Context: an optimization exercise on an open-source flow, tuned for small area. The choices shown serve that exercise and are no tape-out recipe. Only simulation tests tie the RTL to the original design; equivalence was not proved.

===== design.v =====
module Multiplier #(parameter INT_BITS = 4) (
  input  [15:0] io_op1   ,
  input  [15:0] io_op2   ,
  output [15:0] io_output
);
  wire [16+INT_BITS:0] _zz__zz_io_output    ;
  wire [16+INT_BITS:0] _zz__zz_io_output_1  ;
  wire [         31:0] _zz__zz_io_output_2  ;
  wire [         47:0] _zz__zz_io_output_3  ;
  wire [         47:0] _zz__zz_io_output_4  ;
  wire [         31:0] _zz__zz_io_output_5  ;
  wire [         15:0] _zz__zz_io_output_6  ;
  wire [         15:0] _zz__zz_io_output_7  ;
  wire [16+INT_BITS:0] _zz_when_AFix_l756   ;
  wire [         15:0] _zz_when_AFix_l756_1 ;
  wire [16+INT_BITS:0] _zz_when_AFix_l756_2 ;
  wire [         15:0] _zz__zz_io_output_1_1;
  wire [         15:0] _zz__zz_io_output_1_2;
  wire [         15:0] _zz__zz_io_output_1_3;
  wire [         15:0] _zz__zz_io_output_1_4;
  wire [         15:0] _zz__zz_io_output_1_5;
  wire [16+INT_BITS:0] _zz__zz_io_output_1_6;
  wire [16+INT_BITS:0] _zz_when_AFix_l761   ;
  wire [16+INT_BITS:0] _zz_when_AFix_l761_1 ;
  wire [         15:0] _zz_when_AFix_l761_2 ;
  wire [         15:0] _zz_when_AFix_l761_3 ;
  wire [         15:0] _zz_io_output_2      ;
  wire [         15:0] _zz_io_output_3      ;
  wire [16+INT_BITS:0] _zz_io_output        ;
  reg  [         15:0] _zz_io_output_1      ;
  wire                 when_AFix_l756       ;
  wire                 when_AFix_l761       ;
  assign _zz__zz_io_output_1   = (_zz__zz_io_output_2 >>> (15-INT_BITS));
  assign _zz__zz_io_output     = _zz__zz_io_output_1;
  assign _zz__zz_io_output_2   = _zz__zz_io_output_3[31 : 0];
  assign _zz__zz_io_output_3   = _zz__zz_io_output_4;
  assign _zz__zz_io_output_4   = ($signed(_zz__zz_io_output_5) * $signed(_zz__zz_io_output_7));
  assign _zz__zz_io_output_6   = io_op1;
  assign _zz__zz_io_output_5   = {{16{_zz__zz_io_output_6[15]}}, _zz__zz_io_output_6};
  assign _zz__zz_io_output_7   = io_op2;
  assign _zz_when_AFix_l756_1  = {1'b0,15'h7fff};
  assign _zz_when_AFix_l756    = {{(1 + INT_BITS){_zz_when_AFix_l756_1[15]}}, _zz_when_AFix_l756_1};
  assign _zz_when_AFix_l756_2  = _zz_io_output;
  assign _zz__zz_io_output_1_2 = 16'h7fff;
  assign _zz__zz_io_output_1_1 = _zz__zz_io_output_1_2;
  assign _zz__zz_io_output_1_4 = 16'h8000;
  assign _zz__zz_io_output_1_3 = _zz__zz_io_output_1_4;
  assign _zz__zz_io_output_1_6 = _zz_io_output;
  assign _zz__zz_io_output_1_5 = _zz__zz_io_output_1_6[15:0];
  assign _zz_when_AFix_l761    = _zz_io_output;
  assign _zz_when_AFix_l761_2  = _zz_when_AFix_l761_3;
  assign _zz_when_AFix_l761_1  = {{(1 + INT_BITS){_zz_when_AFix_l761_2[15]}}, _zz_when_AFix_l761_2};
  assign _zz_when_AFix_l761_3  = 16'h8000;
  assign _zz_io_output_3       = _zz_io_output_1;
  assign _zz_io_output_2       = _zz_io_output_3;
  assign _zz_io_output         = _zz__zz_io_output;
  assign when_AFix_l756        = ($signed(_zz_when_AFix_l756) < $signed(_zz_when_AFix_l756_2));
  always @(*) begin
    if(when_AFix_l756) begin
      _zz_io_output_1 = _zz__zz_io_output_1_1;
    end else begin
      if(when_AFix_l761) begin
        _zz_io_output_1 = _zz__zz_io_output_1_3;
      end else begin
        _zz_io_output_1 = _zz__zz_io_output_1_5;
      end
    end
  end
  assign when_AFix_l761 = ($signed(_zz_when_AFix_l761) < $signed(_zz_when_AFix_l761_1));
  assign io_output      = _zz_io_output_2;
endmodule
module Serializer #(
  parameter POX = 3,
  parameter POY = 3
) (
  input                       clk             ,
  input                       rst             ,
  input      [POY*POX*16-1:0] mac_output      ,
  input                       mac_output_valid,
  input                       mux_sel         ,
  output reg [    POX*16-1:0] serializer_out
);
  reg [POY*POX*16-1:0] mac_output_reg     ;
  reg [POY*POX*16-1:0] mac_output_reg_next;  
  wire [POX*16-1:0] serializer_out_next;
  assign serializer_out_next = mac_output_reg[POX*16-1:0];
  always @(posedge clk or posedge rst) begin
    if (rst) begin
      serializer_out <= 0;
      mac_output_reg <= 0;
    end
    else begin
      serializer_out <= serializer_out_next;
      mac_output_reg <= mac_output_reg_next;
    end
  end
  genvar poy;
  generate
    for (poy = 0; poy < POY; poy = poy + 1) begin
      always @(*) begin
        if (mac_output_valid) begin
          mac_output_reg_next[(poy+1)*(POX*16)-1 : poy*(POX*16)]
            = mac_output[(poy+1)*(POX*16)-1 : poy*(POX*16)];
        end
        else begin
          if (mux_sel) begin
            if (poy < POY - 1)
              mac_output_reg_next[(poy+1)*(POX*16)-1 : poy*(POX*16)]
                = mac_output_reg[(poy+2)*(POX*16)-1 : (poy+1)*(POX*16)];
            else mac_output_reg_next[(poy+1)*(POX*16)-1 : poy*(POX*16)] = 0;
          end
          else mac_output_reg_next[(poy+1)*(POX*16)-1 : poy*(POX*16)]
            = mac_output_reg[(poy+1)*(POX*16)-1 : poy*(POX*16)];
        end
      end
    end
  endgenerate
endmodule
module Mux #(
  parameter CHANNEL_N = 2,
  parameter POX       = 4,
  parameter POY       = 4
) (
  input                              clk               ,
  input                              rst               ,
  input      [ CHANNEL_N*POX*16-1:0] all_serializer_out,
  input                              mac_output_valid  ,
  input      [      $clog2(POY)-1:0] mac_valid_number  ,
  output reg [$clog2(CHANNEL_N)-1:0] mux_sel           ,  
  output reg                         mux_active        ,  
  output reg [           POX*16-1:0] mux_out           ,
  output reg                         mux_out_valid
);
  wire [POX*16-1:0] all_serializer_out_array[CHANNEL_N-1:0];
  reg  [      $clog2(POY)-1:0] last_row    ;
  reg  [      $clog2(POY)-1:0] transmit_cnt;
  reg  [$clog2(CHANNEL_N)-1:0] out_sel     ;
  reg                          out_valid   ;
  genvar c;
  generate
    for (c = 0; c < CHANNEL_N; c = c + 1) begin
      assign all_serializer_out_array[c] = all_serializer_out[(c+1)*POX*16-1:c*POX*16];
    end
  endgenerate
  always @(posedge clk or posedge rst) begin
    if (rst) begin
      mux_sel       <= 0;
      mux_active    <= 0;
      transmit_cnt  <= 0;
      last_row      <= 0;
      out_sel       <= 0;
      out_valid     <= 0;
      mux_out       <= 0;
      mux_out_valid <= 0;
    end
    else begin
      if (mac_output_valid) begin
        mux_sel      <= 0;
        mux_active   <= 1'b1;
        transmit_cnt <= 0;
        last_row     <= mac_valid_number - 1'b1;
      end
      else if (mux_active) begin
        if (transmit_cnt == last_row) begin
          transmit_cnt <= 0;
          if (mux_sel == CHANNEL_N - 1) mux_active <= 1'b0;
          else mux_sel <= mux_sel + 1'b1;
        end
        else transmit_cnt <= transmit_cnt + 1'b1;
      end
      out_sel       <= mux_sel;
      out_valid     <= mux_active;
      mux_out       <= all_serializer_out_array[out_sel];
      mux_out_valid <= out_valid;
    end
  end
endmodule
module PostProcess #(
  parameter POX      = 4,
  parameter INT_BITS = 4
) (
  input                   clk                  ,
  input                   rst                  ,
  input      [POX*16-1:0] mux_postprocess_data ,
  input                   mux_postprocess_valid,
  input      [      15:0] K                    ,
  input      [      15:0] B                    ,
  input      [POX*16-1:0] bias                 ,
  output reg [POX*16-1:0] relu_out             ,
  output reg              relu_out_valid       ,
  output reg [POX*16-1:0] post_out             ,
  output reg              post_out_valid
);
  wire [POX*16-1:0] relu_out_next;
  wire [POX*16-1:0] post_out_next;
  wire [POX*16-1:0] bn_result    ;
  wire [POX*16-1:0] add_result   ;
  wire [POX*32-1:0] mul_results  ;  
  genvar pox;
  generate
    for (pox = 0; pox < POX; pox = pox + 1) begin
      assign add_result[(pox+1)*16-1:pox*16]    = mux_postprocess_data[(pox+1)*16-1:pox*16] + bias[(pox+1)*16-1:pox*16];
      assign relu_out_next[(pox+1)*16-1:pox*16] =
        (add_result[(pox+1)*16-1] == 1'b0) ? add_result[(pox+1)*16-1:pox*16] : 16'b0;  
      Multiplier #(.INT_BITS(INT_BITS)) U_Multiplier (
        .io_op1   (relu_out[(pox+1)*16-1:pox*16]     ),
        .io_op2   (K                                 ),
        .io_output(post_out_next[(pox+1)*16-1:pox*16])
      );
      assign bn_result[(pox+1)*16-1:pox*16] = post_out_next[(pox+1)*16-1:pox*16] + B;
    end
  endgenerate
  always @(posedge clk or posedge rst) begin
    if (rst) begin
      post_out <= 0;
      relu_out <= 0;
      relu_out_valid <= 0;
      post_out_valid <= 0;
    end
    else begin
      relu_out <= relu_out_next;
      post_out <= bn_result;
      relu_out_valid <= mux_postprocess_valid;
      post_out_valid <= relu_out_valid;
    end
  end
endmodule
module Pooling #(parameter POX = 4) (
  input                     clk              ,
  input                     rst              ,
  input      [  POX*16-1:0] post_to_pooling  ,
  input                     post_out_valid   ,
  output reg [POX/2*16-1:0] pooling_out      ,
  output reg                pooling_out_valid
);
  reg status;
  wire [POX/2*16-1:0] compare_results;
  reg  [POX/2*16-1:0] pooling_reg    ;
  always @(posedge clk or posedge rst) begin
    if (rst) begin
      status            <= 0;
      pooling_out_valid <= 0;
    end
    else begin
      status            <= post_out_valid ? status + 1'b1 : status;
      pooling_out_valid <= post_out_valid & status;
    end
  end
  genvar half_pox;
  generate
    for(half_pox = 0; half_pox < POX / 2; half_pox = half_pox + 1) begin
      assign compare_results[(half_pox+1)*16-1:half_pox*16] =
        $signed(post_to_pooling[(2*half_pox+1)*16-1:(2*half_pox)*16]) >
          $signed(post_to_pooling[(2*(half_pox+1))*16-1:(2*half_pox+1)*16]) ?
            post_to_pooling[(2*half_pox+1)*16-1:(2*half_pox)*16] :
              post_to_pooling[(2*(half_pox+1))*16-1:(2*half_pox+1)*16];
      always @(posedge clk or posedge rst) begin
        if (rst) begin
          pooling_reg[(half_pox+1)*16-1:half_pox*16] <= 0;
          pooling_out[(half_pox+1)*16-1:half_pox*16] <= 0;
        end
        else if (post_out_valid) begin
          case (status)
            1'b0 : begin
              pooling_reg[(half_pox+1)*16-1:half_pox*16] <=
                compare_results[(half_pox+1)*16-1:half_pox*16];
            end
            1'b1 : begin
              pooling_out[(half_pox+1)*16-1:half_pox*16] <=
                $signed(compare_results[(half_pox+1)*16-1:half_pox*16]) >
                  $signed(pooling_reg[(half_pox+1)*16-1:half_pox*16]) ?
                    compare_results[(half_pox+1)*16-1:half_pox*16]  :
                      pooling_reg[(half_pox+1)*16-1:half_pox*16];
            end
          endcase
        end
        else ;  
      end
    end
  endgenerate
endmodule
module Post_top #(
  parameter INT_BITS  = 4,  
  parameter POX       = 4,
  parameter POY       = 4,
  parameter CHANNEL_N = 2   
) (
  input                             clk              ,
  input                             rst              ,
  input  [CHANNEL_N*POY*POX*16-1:0] mac_to_serializer,  
  input                             mac_output_valid ,  
  input  [         $clog2(POY)-1:0] mac_valid_number ,  
  input  [                    15:0] K                ,  
  input  [                    15:0] B                ,  
  input  [              POX*16-1:0] bias             ,  
  output [              POX*16-1:0] relu_out         ,  
  output                            relu_out_valid   ,
  output [              POX*16-1:0] post_out         ,  
  output                            post_out_valid   ,
  output [            POX/2*16-1:0] pooling_out      ,  
  output                            pooling_out_valid
);
  wire [CHANNEL_N*POX*16-1:0] all_serializer_out;
  wire [$clog2(CHANNEL_N)-1:0] mux_sel        ;
  wire                         mux_active     ;
  wire [        CHANNEL_N-1:0] mux_sel_one_hot;
  wire [POX*16-1:0] mux_postprocess_data ;
  wire              mux_postprocess_valid;
  Mux #(
    .CHANNEL_N(CHANNEL_N),
    .POX      (POX      ),
    .POY      (POY      )
  ) U_Mux (
    .clk               (clk                  ),
    .rst               (rst                  ),
    .all_serializer_out(all_serializer_out   ),
    .mac_output_valid  (mac_output_valid     ),
    .mac_valid_number  (mac_valid_number     ),
    .mux_sel           (mux_sel              ),
    .mux_active        (mux_active           ),
    .mux_out           (mux_postprocess_data ),
    .mux_out_valid     (mux_postprocess_valid)
  );
  genvar c;
  generate
    for (c = 0; c < CHANNEL_N; c = c + 1) begin
      assign mux_sel_one_hot[c] = mux_active & (mux_sel == c);
      Serializer #(
        .POX(POX),
        .POY(POY)
      ) U_Serializer (
        .clk             (clk                                               ),
        .rst             (rst                                               ),
        .mac_output      (mac_to_serializer[(c+1)*POY*POX*16-1:c*POY*POX*16]),
        .mac_output_valid(mac_output_valid                                  ),
        .mux_sel         (mux_sel_one_hot[c]                                ),
        .serializer_out  (all_serializer_out[(c+1)*POX*16-1:c*POX*16]       )
      );
    end
  endgenerate
  PostProcess #(
    .POX     (POX     ),
    .INT_BITS(INT_BITS)
  ) U_PostProcess (
    .clk                  (clk                  ),
    .rst                  (rst                  ),
    .mux_postprocess_data (mux_postprocess_data ),
    .mux_postprocess_valid(mux_postprocess_valid),
    .K                    (K                    ),
    .B                    (B                    ),
    .bias                 (bias                 ),
    .relu_out             (relu_out             ),
    .relu_out_valid       (relu_out_valid       ),
    .post_out             (post_out             ),
    .post_out_valid       (post_out_valid       )
  );
  Pooling #(.POX(POX)) U_Pooling (
    .clk              (clk              ),
    .rst              (rst              ),
    .post_to_pooling  (post_out         ),
    .post_out_valid   (post_out_valid   ),
    .pooling_out      (pooling_out      ),
    .pooling_out_valid(pooling_out_valid)
  );
endmodule

===== run.sh =====
#!/bin/bash
# synth_recipe.tcl (not shown) runs the flow's synth.tcl, then flattens the netlist and writes it again
# the make line also repeats each setting of config.mk as NAME=value (left out here)
make -C /OpenROAD-flow-scripts/flow DESIGN_CONFIG=/design/flow/config.mk WORK_HOME=/design/flow/orfs CLKGATE_MAP_FILE= SYNTH_SCRIPT=/design/flow/synth_recipe.tcl finish

===== config.mk =====
export PLATFORM = sky130hd
export DESIGN_NAME = Post_top
export DESIGN_NICKNAME = Post_top
export VERILOG_FILES = /design/flow/design.v
export SDC_FILE = /design/flow/constraint.sdc
export NUM_CORES = 4
export LEC_CHECK = 0
export CAP_MARGIN = 20
export CORE_MARGIN = 2
export CORE_UTILIZATION = 40
export SLEW_MARGIN = 20

===== constraint.sdc =====
create_clock -name core_clock -period 12.0 [get_ports {clk}]
set_input_delay 2.4000 -clock core_clock [delete_from_list [all_inputs] [get_ports {clk}]]
set_output_delay 2.4000 -clock core_clock [all_outputs]
set_load 0.01 [all_outputs]

==> flow_summary.ini <==
[synthesis]
synth_seq_cells = 905
yosys-top-cells-area = dfrtp_1, fa_1, ha_1
synthesis.instances = 7614
synth_top_area_share_pct = 30.7
synthArstFlopShare_pct = 100
netlist-cell-type-count = 80
yosysWarnings = 5
synthMostInstantiatedCell = nand2_1
syn_area_per_cell_um2 = 9.70
yosysTopAreaCell = dfrtp_1
synth_edf_count = 0
ys.flop_type = dfrtp_1
syn-cell-area_um2 = 73900
yosys-top-cells-count = nand2_1, inv_1, dfrtp_1
seq_area_frac_synth_pct = 30.7

[grt]
grt.total_usage_pct = 23.6
use_met3_pct = 4.14
grt_pass1_vias = 56200
use_met1_pct = 30.8
grt_max_degree = 251
grtUsageMet2_pct = 39.2
grt_antenna_before_repair = 71
grt_overflow_total = 0
grt-busiest-layer = met2
grt_first_pass_wirelength_um = 339000

[final_layout]
nets = 10200
largest_reg_flops = 512
fin_cells = 10800
drive_gt1_share_pct = 4.84
synthToLayoutAreaGrowth_pct = 18.4

[critical_path]
crit_path_start = K[6]
r2r_slack_ns = 2.20
end_kind = flip-flop
worst-r2r-cell-count = 33
slowest_stage = clkdlybuf4s50_1
timing.rr.start = U_PostProcess.relu_out[59]
worstSetupPathType = input port to flip-flop
cpPeakStageDelay_ns = 0.68
critPathRequiredTime_ns = 12.61
r2r-end = U_PostProcess.post_out[63]
crit_arrival_ns = 11.93
endpoint = U_PostProcess.post_out[63]
cp_max_fo = 15
worstSetupStartpointType = input port
cpMostUsedCell = fa_1

[timing]
rsz0062_at_grt = no
worst_clock_skew_ns = 0.0476
fin_crit_ns = 11.32
finalHoldViolations = 0
fin_ws_ns = 0.676
finalSetupViolCount = 0
relSlewSlack_pct = 24.4
worstMarginPinSlew_ns = 1.13
fin_setup_tns_ns = 0
fmax_mhz = 88.3
fin_crit_sh_pct = 94.4
slew_violations = 0
whs_ns = 0.345

[worst_hold_path]
hp-start = U_Mux.mux_out_valid
worstHoldPathType = flip-flop to flip-flop

[run_status]
status = no timing/DRC/antenna violations

[die]
coreArea_um2 = 183000
start_util_pct = 40.3
die_x_um = 434
dieArea_um2 = 188000
io_pins = 776
rows = 157
die_y_um = 434

[placement]
dp_slack_ns = 0.0416
routabilityCongestion = 0.876
place_inst = 10500
portBuffers = 771
hpwl_um = 175000

[run]
max_cap_viol_count = 0

[clock_network]
postCtsSetupBuffers = 0
insertion_delay_ns = 0.73
cts-root-buf = clkbuf_16
ctsHtreeMaxLevel = 3
cts.repair.resized = 0
cts_buffers = 102
cts_sinks = 905
path_clk_slew_ns = 0.06
cts_tree = yes
ctsHoldBuffers = 0
clockBufferDepth = 3

[route]
drtAntennaViolNets = 0
wl_per_cell_um = 20.8
first_iter_violations = 3828
vias_per_cell = 5.10
drt_drc_violations_left = 0
routed_wl_um = 223000
dr.pass1.iters = 6
vias = 54900
## layout make-up
cell class | instances | area, um2
inverters | 1018 | 3820
clock inverters | 31 | 423
flip-flops and latches | 905 | 22700
multi-input cells | 5307 | 46000
fillers | 17200 | 95800
repair buffers | 853 | 8440
clock buffers | 148 | 3020
well taps | 2464 | 3080
diodes | 31 | 77.6
## critical path, delay by kind of cell
kind	cells	cell delay, ns
and+or+nand+nor	2	0.41
AOI/OAI and AO/OA	16	4.28
xor gates and xnor gates	3	0.46
adders and majority gates	8	3.28
buffers and inverters	4	1.10
## through the flow
stage                     cell area (um2)  util [%]
after floorplan                     73900         -
after global placement              83900      45.8
after detailed placement            83900      45.8
after CTS                           87400      47.7
after global routing                87500      47.7
final                               87500      47.7
## cell usage in the layout (no fill, tap or decap), types with 142 or more instances in the layout
cell	Yosys	layout
nor2_1	143	142
clkdlybuf4s50_1	0	757
inv_1	1018	1017
ha_1	660	660
and2_1	442	442
dfrtp_1	905	904
nand2_1	1214	1213
mux2i_1	407	407
o21ai_0	599	599
fa_1	724	724
## logic make-up after synthesis
kind of cell / count (synthesis) / share of synthesized area [%]
AO/OA/AOI/OAI: 1118 / 9.07
XOR/XNOR: 200 / 2.37
adder cells (fa/ha/maj): 1384 / 30.8
buffers and inverters: 1405 / 7.18
flip-flops: 905 / 30.7
multiplexers: 487 / 6.73
other: 1 / 0.00508
AND/OR/NAND/NOR: 2114 / 13.2
## how the worst min path moves through the flow
stage	to	slack [ns]	depth (start not counted)
2_1_floorplan	U_Mux.mux_out_valid	0.33	0
3_3_place_gp	U_PostProcess.relu_out_valid	0.34	0
3_5_place_dp	U_Mux.mux_out_valid	0.34	0
4_1_cts	U_Mux.mux_out_valid	0.35	0
5_1_grt	U_PostProcess.relu_out_valid	0.36	0
6_report	U_PostProcess.relu_out_valid	0.35	0
## metal layers
layer,vias to the layer above,part of all wire [%]
li1,25700,-
met1,27200,42
met2,1598,48
met3,363,5.8
met4,40,3.3
met5,-,0.11

-- afterwards: timing with drivers on the ports --
The flow's constraints put no driver on any port. The routed layout listed below was extracted and timed again, unchanged, in two steps. Step 1 (the two cells are an assumption about what drives the block):
set clk [get_ports {clk}]
set_driving_cell -lib_cell sky130_fd_sc_hd__clkbuf_16 $clk
set_driving_cell -lib_cell sky130_fd_sc_hd__buf_2 [delete_from_list [all_inputs] $clk]
Step 2 moves the port delays by t, midway between the first and last clock arrival at a register: inputs arrive t later, outputs are due t later. That takes back most of the time a late clock gives input paths. a / b / c = no drivers / after step 1 / after step 2; a / b = the first two.
t, ns: 0.810
slack for setup (ns): 0.676 / 0.696 / -0.114
worst hold slack (ns): 0.345 / 0.345 / 0.345
latest minus earliest clock arrival (ns): 0.072 / 0.073
Met with ideal ports but missed after step 2: setup timing in this run. For this run, drivers alone change the setup slack by +0.020 ns; drivers and shift together by -0.790 ns.
